What follows belongs to an exercise in optimizing a design on an open flow for small area, a short achievable clock period and few clock cycles per item; a production flow would make more cautious choices.
In this exercise RTL edits were held to simulation tests only and were not proved equivalent to the original.
No driver is modelled on the clock port, so clock power and skew are understated where the tree is cut down; a real chip needs a root buffer or a tree.
Power and IR drop assume default switching activity.

Setup of old:
// sys
module sys (
	clk,
	reset,
	addr,
	din,
	dout,
	req,
	wr,
	rdy,
	seed0,
	seed1,
	seed2,
	seed3,
	range
);
input           clk, reset;
input   [63:0]  din;
output  [63:0]  dout;
output  [63:0]  addr;
input   [63:0]  seed0, seed1, seed2, seed3;
output          req;
output          wr;
input           rdy;
input   [63:0]  range;
reg     [63:0]  s0, s1, s2, s3;      
reg             wr_n;                
reg     [3:0]   k_n;                 
reg             rr;                  
reg     [15:0]  h;                   
reg     [18:0]  xc;                  
localparam [15:0] X0 = 16'h0404;
localparam [15:0] X1 = 16'h0808;
localparam [15:0] X2 = 16'h0ef1;
localparam [15:0] X3 = 16'h1010;
localparam [15:0] X4 = 16'h1ae5;
localparam [15:0] X5 = 16'h1de2;
localparam [15:0] X6 = 16'h2020;
localparam [15:0] X7 = 16'h2b2b;
localparam [15:0] X8 = 16'h35ca;
localparam [15:0] X9 = 16'h4040;
localparam [15:0] X10 = 16'h43bc;
localparam [15:0] X11 = 16'h46b9;
localparam [15:0] X12 = 16'h4d4d;
localparam [15:0] X13 = 16'h5353;
localparam [15:0] X14 = 16'h5656;
localparam [15:0] X15 = 16'h5959;
localparam [15:0] X16 = 16'h5ca3;
  ...
Size: ~1000 cells after synthesis, roughly 440 flip-flops, roughly 520 I/O pins, ~16000 um^2 of cells after synthesis.
==> module sys, before the edit <==
module sys (
	clk,
	reset,
	addr,
	din,
	dout,
	req,
	wr,
	rdy,
	seed0,
	seed1,
	seed2,
	seed3,
	range
);
input           clk, reset;
input   [63:0]  din;
output  [63:0]  dout;
output  [63:0]  addr;
input   [63:0]  seed0, seed1, seed2, seed3;
output          req;
output          wr;
input           rdy;
input   [63:0]  range;
reg     [63:0]  s0, s1, s2, s3;      
reg             wr_n;                
reg     [3:0]   k_n;                 
reg             rr;                  
reg     [15:0]  h;                   
reg     [18:0]  xc;                  
localparam [15:0] X0 = 16'h0404;
localparam [15:0] X1 = 16'h0808;
localparam [15:0] X2 = 16'h0ef1;
localparam [15:0] X3 = 16'h1010;
localparam [15:0] X4 = 16'h1ae5;
localparam [15:0] X5 = 16'h1de2;
localparam [15:0] X6 = 16'h2020;
localparam [15:0] X7 = 16'h2b2b;
localparam [15:0] X8 = 16'h35ca;
localparam [15:0] X9 = 16'h4040;
localparam [15:0] X10 = 16'h43bc;
localparam [15:0] X11 = 16'h46b9;
localparam [15:0] X12 = 16'h4d4d;
localparam [15:0] X13 = 16'h5353;
localparam [15:0] X14 = 16'h5656;
localparam [15:0] X15 = 16'h5959;
localparam [15:0] X16 = 16'h5ca3;
localparam [15:0] X17 = 16'h728d;
localparam [15:0] X18 = 16'h7887;
reg     [63:0]  addr_r;
reg     [63:0]  dout_r;
reg             req_r;
reg             wr_r;
reg     [15:0]  gq;                  
reg     [2:0]   gb;                  
wire    [63:0]  xpat;
assign xpat[0] = xc[7];
assign xpat[1] = xc[0];
assign xpat[2] = xc[16];
assign xpat[3] = xc[10];
assign xpat[4] = xc[14];
assign xpat[5] = xc[1];
assign xpat[6] = xc[11];
assign xpat[7] = xc[18];
assign xpat[8] = xc[13];
assign xpat[9] = xc[3];
assign xpat[10] = xc[17];
assign xpat[11] = xc[2];
assign xpat[12] = xc[15];
assign xpat[13] = xc[6];
assign xpat[14] = xc[4];
assign xpat[15] = xc[5];
assign xpat[16] = xc[0];
assign xpat[17] = xc[16];
assign xpat[18] = xc[10];
assign xpat[19] = xc[14];
assign xpat[20] = xc[1];
assign xpat[21] = xc[11];
assign xpat[22] = xc[18];
assign xpat[23] = xc[13];
assign xpat[24] = xc[3];
assign xpat[25] = xc[17];
assign xpat[26] = xc[2];
assign xpat[27] = xc[15];
assign xpat[28] = xc[6];
assign xpat[29] = xc[4];
assign xpat[30] = xc[5];
assign xpat[31] = xc[12];
assign xpat[32] = xc[16];
assign xpat[33] = xc[10];
assign xpat[34] = xc[14];
assign xpat[35] = xc[1];
assign xpat[36] = xc[11];
assign xpat[37] = xc[18];
assign xpat[38] = xc[13];
assign xpat[39] = xc[3];
assign xpat[40] = xc[17];
assign xpat[41] = xc[2];
assign xpat[42] = xc[15];
assign xpat[43] = xc[6];
assign xpat[44] = xc[4];
assign xpat[45] = xc[5];
assign xpat[46] = xc[12];
assign xpat[47] = xc[9];
assign xpat[48] = xc[10];
assign xpat[49] = xc[14];
assign xpat[50] = xc[1];
assign xpat[51] = xc[11];
assign xpat[52] = xc[18];
assign xpat[53] = xc[13];
assign xpat[54] = xc[3];
assign xpat[55] = xc[17];
assign xpat[56] = xc[2];
assign xpat[57] = xc[15];
assign xpat[58] = xc[6];
assign xpat[59] = xc[4];
assign xpat[60] = xc[5];
assign xpat[61] = xc[12];
assign xpat[62] = xc[9];
assign xpat[63] = xc[8];
wire    [63:0]  cur;
genvar          i;
integer         c;
generate
	for (i = 0; i < 4; i = i + 1) begin : g_cur
		assign cur[16*i +: 16] =
			(s0[16*i +: 16] & {16{h[4*i]}})   | (s1[16*i +: 16] & {16{h[4*i+1]}}) |
			(s2[16*i +: 16] & {16{h[4*i+2]}}) | (s3[16*i +: 16] & {16{h[4*i+3]}});
	end
endgenerate
wire    [63:0]  carry;
generate
	for (i = 0; i < 64; i = i + 1) begin : g_carry
		wire [3:0] blk = (i < 16) ? 4'hf : {1'b1, gb | ~(3'b111 >> (3 - i/16))};
		wire [3:0] nib = (i % 16 < 4) ? 4'hf :
		                 (4'hf & ({1'b1, gq[(i/16)*4 +: 3]} | ~(4'hf >> (4 - (i%16)/4))));
		assign carry[i] = &blk & &nib & &(din[i - i%4 +: 4] | (4'hf << (i%4)));
	end
	for (i = 0; i < 16; i = i + 1) begin : g_gq
		always @(posedge clk)
			gq[i] <= &din[4*i+3:4*i];
	end
	for (i = 0; i < 3; i = i + 1) begin : g_gb
		always @(posedge clk)
			gb[i] <= &din[16*i+15:16*i];
	end
endgenerate
always @(posedge clk) begin
	if (reset) begin
		s0 <= seed0;
		s1 <= seed1;
		s2 <= seed2;
		s3 <= seed3;
	end
	if (reset) begin
		wr_n <= 1'b0;
		k_n  <= 4'd0;
	end
	else if (rdy) begin
		wr_n <= ~wr_n;
		if (!wr_n && h[3])
			k_n <= k_n + 4'd1;
	end
	rr     <= ~reset & rdy & ~wr_n;
	for (c = 0; c < 4; c = c + 1)
		if (reset)
			h[4*c +: 4] <= 4'b0001;
		else if (rr)
			h[4*c +: 4] <= {h[4*c +: 3], h[4*c+3]};
	xc[0] <= X0[k_n];
	xc[1] <= X1[k_n];
	xc[2] <= X2[k_n];
	xc[3] <= X3[k_n];
	xc[4] <= X4[k_n];
	xc[5] <= X5[k_n];
	xc[6] <= X6[k_n];
	xc[7] <= X7[k_n];
	xc[8] <= X8[k_n];
	xc[9] <= X9[k_n];
	xc[10] <= X10[k_n];
	xc[11] <= X11[k_n];
	xc[12] <= X12[k_n];
	xc[13] <= X13[k_n];
	xc[14] <= X14[k_n];
	xc[15] <= X15[k_n];
	xc[16] <= X16[k_n];
	xc[17] <= X17[k_n];
	xc[18] <= X18[k_n];
	req_r  <= ~reset;
	wr_r   <= wr_n;
	addr_r <= (cur ^ xpat) & range;
	dout_r <= din ^ carry;
end
assign req  = req_r;
assign wr   = wr_r;
assign addr = addr_r;
assign dout = dout_r;
endmodule
clock: 3.2 ns
lec_check: 0
cap_margin: 20
core_margin: 2
core_utilization: 65
place_density: 0.8
setup_slack_margin: 1.75
slew_margin: 20
standard.sh (not shown) runs the stock make flow with config.mk's settings and CLKGATE_MAP_FILE= SYNTH_SCRIPT=/design/flow/synth_recipe.tcl, a recipe that flattens the netlist after the stock synthesis.
==> flow/flow/run.sh <==
#!/bin/bash
# Standard ORFS layout with two changes:
#  - port buffers are buf_1 cells (buffer_ports otherwise picks
#    clkdlybuf4s50_1, a slow delay cell);
#  - the clock tree is built by flow/cts.tcl (two buffer levels) instead of
#    TritonCTS (three levels of buffers): two levels of clock inverters,
#    which lowers the clock latency.
# Each step's full output goes to make_<step>.log here; ORFS's own logs are
# under orfs/logs.
set -euo pipefail
here=$(pwd)
export CTREE_TCL=$here/flow/ctree.tcl
export PULL_TCL=$here/flow/pull.tcl
A=(BUFFER_PORTS_ARGS="-buffer_cell sky130_fd_sc_hd__buf_1")
bash standard.sh "${A[@]}" place > make_place.log 2>&1
bash standard.sh "${A[@]}" run RUN_SCRIPT="$here/flow/cts.tcl" RUN_LOG_NAME_STEM=4_1_cts > make_cts.log 2>&1
bash standard.sh "${A[@]}" finish > make_finish.log 2>&1
Other scripts of this flow, unchanged in this note and not shown: flow/flow/ctree.tcl, flow/flow/cts.tcl, flow/flow/pull.tcl
Testbench counts of old, summed over its fixed seeds: cycles 128,027, items 16,000.
Input changes introduced in new (baseline for comparison: old):
--- a/flow/design.v
+++ b/flow/design.v
@@ -50,10 +50,9 @@
 reg     [63:0]  addr_r;
 reg     [63:0]  dout_r;
 reg             req_r;
 reg             wr_r;
-reg     [15:0]  gq;                  
-reg     [2:0]   gb;                  
+reg     [6:0]   gq;                  
 wire    [63:0]  xpat;
 assign xpat[0] = xc[7];
 assign xpat[1] = xc[0];
 assign xpat[2] = xc[16];
@@ -130,20 +129,16 @@
 endgenerate
 wire    [63:0]  carry;
 generate
 	for (i = 0; i < 64; i = i + 1) begin : g_carry
-		wire [3:0] blk = (i < 16) ? 4'hf : {1'b1, gb | ~(3'b111 >> (3 - i/16))};
-		wire [3:0] nib = (i % 16 < 4) ? 4'hf :
-		                 (4'hf & ({1'b1, gq[(i/16)*4 +: 3]} | ~(4'hf >> (4 - (i%16)/4))));
-		assign carry[i] = &blk & &nib & &(din[i - i%4 +: 4] | (4'hf << (i%4)));
+		if (i < 8)
+			assign carry[i] = &{1'b1, din[i - i%8 +: 8] | (8'hff << (i%8))};
+		else
+			assign carry[i] = &gq[i/8-1:0] & &(din[i - i%8 +: 8] | (8'hff << (i%8)));
 	end
-	for (i = 0; i < 16; i = i + 1) begin : g_gq
+	for (i = 0; i < 7; i = i + 1) begin : g_gq
 		always @(posedge clk)
-			gq[i] <= &din[4*i+3:4*i];
-	end
-	for (i = 0; i < 3; i = i + 1) begin : g_gb
-		always @(posedge clk)
-			gb[i] <= &din[16*i+15:16*i];
+			gq[i] <= &din[8*i+7:8*i];
 	end
 endgenerate
 always @(posedge clk) begin
 	if (reset) begin
Findings:
In the flow results for new and old, the net count of the mapped netlist is larger on new.
Against old, detailed-route wire length in new rose slightly.
new vs old, instance count: new higher
met1 wire length ends up lower on new.
Average wire per cell in the routed design | new above old
In the metrics for new and old, the one carrying the lower power density over the cells is new.
Total power: new better than old
Looking at netlist area before placement across both flows, new is the stronger of the two, with old trailing.
Testbench counts of new, summed over its fixed seeds: cycles 128,027, items 16,000.
In every run of this note, the design's own scripts or RTL, not TritonCTS, make the clock network.

Setup of TR:
sys with an RTL version that a note above also has.
For scale: about 430 flip-flops, ~0.016 mm2 of cells after synthesis.
==> module sys, before the edit <==
module sys (
	clk,
	reset,
	addr,
	din,
	dout,
	req,
	wr,
	rdy,
	seed0,
	seed1,
	seed2,
	seed3,
	range
);
input           clk, reset;
input   [63:0]  din;
output  [63:0]  dout;
output  [63:0]  addr;
input   [63:0]  seed0, seed1, seed2, seed3;
output          req;
output          wr;
input           rdy;
input   [63:0]  range;
reg     [63:0]  s0, s1, s2, s3;      
reg             wr_n;                
reg     [3:0]   k_n;                 
reg             rr;                  
reg     [15:0]  h;                   
reg     [18:0]  xc;                  
localparam [15:0] X0 = 16'h0404;
localparam [15:0] X1 = 16'h0808;
localparam [15:0] X2 = 16'h0ef1;
localparam [15:0] X3 = 16'h1010;
localparam [15:0] X4 = 16'h1ae5;
localparam [15:0] X5 = 16'h1de2;
localparam [15:0] X6 = 16'h2020;
localparam [15:0] X7 = 16'h2b2b;
localparam [15:0] X8 = 16'h35ca;
localparam [15:0] X9 = 16'h4040;
localparam [15:0] X10 = 16'h43bc;
localparam [15:0] X11 = 16'h46b9;
localparam [15:0] X12 = 16'h4d4d;
localparam [15:0] X13 = 16'h5353;
localparam [15:0] X14 = 16'h5656;
localparam [15:0] X15 = 16'h5959;
localparam [15:0] X16 = 16'h5ca3;
localparam [15:0] X17 = 16'h728d;
localparam [15:0] X18 = 16'h7887;
reg     [63:0]  addr_r;
reg     [63:0]  dout_r;
reg             req_r;
reg             wr_r;
reg     [6:0]   gq;                  
wire    [63:0]  xpat;
assign xpat[0] = xc[7];
assign xpat[1] = xc[0];
assign xpat[2] = xc[16];
assign xpat[3] = xc[10];
assign xpat[4] = xc[14];
assign xpat[5] = xc[1];
assign xpat[6] = xc[11];
assign xpat[7] = xc[18];
assign xpat[8] = xc[13];
assign xpat[9] = xc[3];
assign xpat[10] = xc[17];
assign xpat[11] = xc[2];
assign xpat[12] = xc[15];
assign xpat[13] = xc[6];
assign xpat[14] = xc[4];
assign xpat[15] = xc[5];
assign xpat[16] = xc[0];
assign xpat[17] = xc[16];
assign xpat[18] = xc[10];
assign xpat[19] = xc[14];
assign xpat[20] = xc[1];
assign xpat[21] = xc[11];
assign xpat[22] = xc[18];
assign xpat[23] = xc[13];
assign xpat[24] = xc[3];
assign xpat[25] = xc[17];
assign xpat[26] = xc[2];
assign xpat[27] = xc[15];
assign xpat[28] = xc[6];
assign xpat[29] = xc[4];
assign xpat[30] = xc[5];
assign xpat[31] = xc[12];
assign xpat[32] = xc[16];
assign xpat[33] = xc[10];
assign xpat[34] = xc[14];
assign xpat[35] = xc[1];
assign xpat[36] = xc[11];
assign xpat[37] = xc[18];
assign xpat[38] = xc[13];
assign xpat[39] = xc[3];
assign xpat[40] = xc[17];
assign xpat[41] = xc[2];
assign xpat[42] = xc[15];
assign xpat[43] = xc[6];
assign xpat[44] = xc[4];
assign xpat[45] = xc[5];
assign xpat[46] = xc[12];
assign xpat[47] = xc[9];
assign xpat[48] = xc[10];
assign xpat[49] = xc[14];
assign xpat[50] = xc[1];
assign xpat[51] = xc[11];
assign xpat[52] = xc[18];
assign xpat[53] = xc[13];
assign xpat[54] = xc[3];
assign xpat[55] = xc[17];
assign xpat[56] = xc[2];
assign xpat[57] = xc[15];
assign xpat[58] = xc[6];
assign xpat[59] = xc[4];
assign xpat[60] = xc[5];
assign xpat[61] = xc[12];
assign xpat[62] = xc[9];
assign xpat[63] = xc[8];
wire    [63:0]  cur;
genvar          i;
integer         c;
generate
	for (i = 0; i < 4; i = i + 1) begin : g_cur
		assign cur[16*i +: 16] =
			(s0[16*i +: 16] & {16{h[4*i]}})   | (s1[16*i +: 16] & {16{h[4*i+1]}}) |
			(s2[16*i +: 16] & {16{h[4*i+2]}}) | (s3[16*i +: 16] & {16{h[4*i+3]}});
	end
endgenerate
wire    [63:0]  carry;
generate
	for (i = 0; i < 64; i = i + 1) begin : g_carry
		if (i < 8)
			assign carry[i] = &{1'b1, din[i - i%8 +: 8] | (8'hff << (i%8))};
		else
			assign carry[i] = &gq[i/8-1:0] & &(din[i - i%8 +: 8] | (8'hff << (i%8)));
	end
	for (i = 0; i < 7; i = i + 1) begin : g_gq
		always @(posedge clk)
			gq[i] <= &din[8*i+7:8*i];
	end
endgenerate
always @(posedge clk) begin
	if (reset) begin
		s0 <= seed0;
		s1 <= seed1;
		s2 <= seed2;
		s3 <= seed3;
	end
	if (reset) begin
		wr_n <= 1'b0;
		k_n  <= 4'd0;
	end
	else if (rdy) begin
		wr_n <= ~wr_n;
		if (!wr_n && h[3])
			k_n <= k_n + 4'd1;
	end
	rr     <= ~reset & rdy & ~wr_n;
	for (c = 0; c < 4; c = c + 1)
		if (reset)
			h[4*c +: 4] <= 4'b0001;
		else if (rr)
			h[4*c +: 4] <= {h[4*c +: 3], h[4*c+3]};
	xc[0] <= X0[k_n];
	xc[1] <= X1[k_n];
	xc[2] <= X2[k_n];
	xc[3] <= X3[k_n];
	xc[4] <= X4[k_n];
	xc[5] <= X5[k_n];
	xc[6] <= X6[k_n];
	xc[7] <= X7[k_n];
	xc[8] <= X8[k_n];
	xc[9] <= X9[k_n];
	xc[10] <= X10[k_n];
	xc[11] <= X11[k_n];
	xc[12] <= X12[k_n];
	xc[13] <= X13[k_n];
	xc[14] <= X14[k_n];
	xc[15] <= X15[k_n];
	xc[16] <= X16[k_n];
	xc[17] <= X17[k_n];
	xc[18] <= X18[k_n];
	req_r  <= ~reset;
	wr_r   <= wr_n;
	addr_r <= (cur ^ xpat) & range;
	dout_r <= din ^ carry;
end
assign req  = req_r;
assign wr   = wr_r;
assign addr = addr_r;
assign dout = dout_r;
endmodule
export LEC_CHECK = 0
export CAP_MARGIN = 20
export CORE_MARGIN = 2
export CORE_UTILIZATION = 65
export PLACE_DENSITY = 0.8
export SETUP_SLACK_MARGIN = 1.5
export SLEW_MARGIN = 20
create_clock -name core_clock -period 3.2 [get_ports {clk}]
==> flow/flow/run.sh <==
#!/bin/bash
# Standard ORFS layout with two changes:
#  - port buffers are buf_1 cells (buffer_ports otherwise picks
#    clkdlybuf4s50_1, a slow delay cell);
#  - the clock tree is built by flow/cts.tcl (two buffer levels) instead of
#    TritonCTS (three levels), which lowers the clock latency.
# Each step's full output goes to make_<step>.log here; ORFS's own logs are
# under orfs/logs.
set -euo pipefail
here=$(pwd)
export CTREE_TCL=$here/flow/ctree.tcl
A=(BUFFER_PORTS_ARGS="-buffer_cell sky130_fd_sc_hd__buf_1")
bash standard.sh "${A[@]}" place > make_place.log 2>&1
bash standard.sh "${A[@]}" run RUN_SCRIPT="$here/flow/cts.tcl" RUN_LOG_NAME_STEM=4_1_cts > make_cts.log 2>&1
bash standard.sh "${A[@]}" finish > make_finish.log 2>&1
Other scripts of this flow, unchanged in this note and not shown: flow/flow/ctree.tcl, flow/flow/cts.tcl
Testbench counts of TR, summed over its fixed seeds: cycles 128,027, items 16,000.
Modified inputs, MS compared to TR
diff --git a/flow/design.v b/flow/design.v
--- a/flow/design.v
+++ b/flow/design.v
@@ -23,11 +23,11 @@
 input           rdy;
 input   [63:0]  range;
 reg     [63:0]  s0, s1, s2, s3;      
 reg             wr_n;                
+reg     [3:0]   g_n;                 
 reg     [3:0]   k_n;                 
-reg             rr;                  
-reg     [15:0]  h;                   
+reg     [3:0]   h;                   
 reg     [18:0]  xc;                  
 localparam [15:0] X0 = 16'h0404;
 localparam [15:0] X1 = 16'h0808;
 localparam [15:0] X2 = 16'h0ef1;
@@ -116,19 +116,12 @@
 assign xpat[60] = xc[5];
 assign xpat[61] = xc[12];
 assign xpat[62] = xc[9];
 assign xpat[63] = xc[8];
-wire    [63:0]  cur;
+wire    [63:0]  cur = (s0 & {64{h[0]}}) | (s1 & {64{h[1]}}) |
+                      (s2 & {64{h[2]}}) | (s3 & {64{h[3]}});
+wire    [63:0]  carry;
 genvar          i;
-integer         c;
-generate
-	for (i = 0; i < 4; i = i + 1) begin : g_cur
-		assign cur[16*i +: 16] =
-			(s0[16*i +: 16] & {16{h[4*i]}})   | (s1[16*i +: 16] & {16{h[4*i+1]}}) |
-			(s2[16*i +: 16] & {16{h[4*i+2]}}) | (s3[16*i +: 16] & {16{h[4*i+3]}});
-	end
-endgenerate
-wire    [63:0]  carry;
 generate
 	for (i = 0; i < 64; i = i + 1) begin : g_carry
 		if (i < 8)
 			assign carry[i] = &{1'b1, din[i - i%8 +: 8] | (8'hff << (i%8))};
@@ -148,21 +141,20 @@
 		s3 <= seed3;
 	end
 	if (reset) begin
 		wr_n <= 1'b0;
+		g_n  <= 4'b0001;
 		k_n  <= 4'd0;
 	end
 	else if (rdy) begin
 		wr_n <= ~wr_n;
-		if (!wr_n && h[3])
-			k_n <= k_n + 4'd1;
+		if (!wr_n) begin
+			g_n <= {g_n[2:0], g_n[3]};
+			if (g_n[3])
+				k_n <= k_n + 4'd1;
+		end
 	end
-	rr     <= ~reset & rdy & ~wr_n;
-	for (c = 0; c < 4; c = c + 1)
-		if (reset)
-			h[4*c +: 4] <= 4'b0001;
-		else if (rr)
-			h[4*c +: 4] <= {h[4*c +: 3], h[4*c+3]};
+	h      <= g_n;
 	xc[0] <= X0[k_n];
 	xc[1] <= X1[k_n];
 	xc[2] <= X2[k_n];
 	xc[3] <= X3[k_n];
Findings:
On clock power, TR and MS are neck and neck.
The origin of the worst setup path comes out h[7] in one run and h[0] in the other, namely in TR and MS respectively.
Sort TR and MS by setup slack of the worst register-to-register path, ascending, and TR comes first.
Share of post-route cells with drive strength above 1 in MS vs TR: up 4.5 points
Delta (MS minus TR): simple-gate portion of the synthesized area moved down; routed wire length moved down.
Testbench counts of MS, summed over its fixed seeds: cycles 128,027, items 16,000.
In every run of this note, the design's own scripts or RTL, not TritonCTS, make the clock network.

==> separate check: timing with driven ports <==
How much do the figures lean on ideal ports? The routed layouts below were timed once more, with nothing changed but the port constraints.
Step 1 sets driving cells, clkbuf_16 on the clock port and buf_2 on the other inputs (assumed; they add their load-dependent delay and slew).
Step 2 times the ports against the registers' clock, not the clock port: input delays grow and output delays shrink by t, the midpoint of the rising clock arrivals with the driver on.
Slacks: no drivers / after step 1 / after step 2; pairs: no drivers / after step 1.
run	t (ns)	slack for setup (ns)	hold slack, ns
old	0.416	1.747 / 1.547 / 1.552	0.410 / 0.402 / 0.411
new	0.411	1.738 / 1.561 / 1.496	0.401 / 0.401 / 0.401
TR	0.426	1.564 / 1.513 / 1.244	0.397 / 0.387 / 0.397
MS	0.426	1.591 / 1.520 / 1.274	0.368 / 0.368 / 0.368
After both steps setup and hold are still met in every run listed. For TR, which loses most, drivers alone change the setup slack by -0.051 ns; drivers and shift together by -0.320 ns.
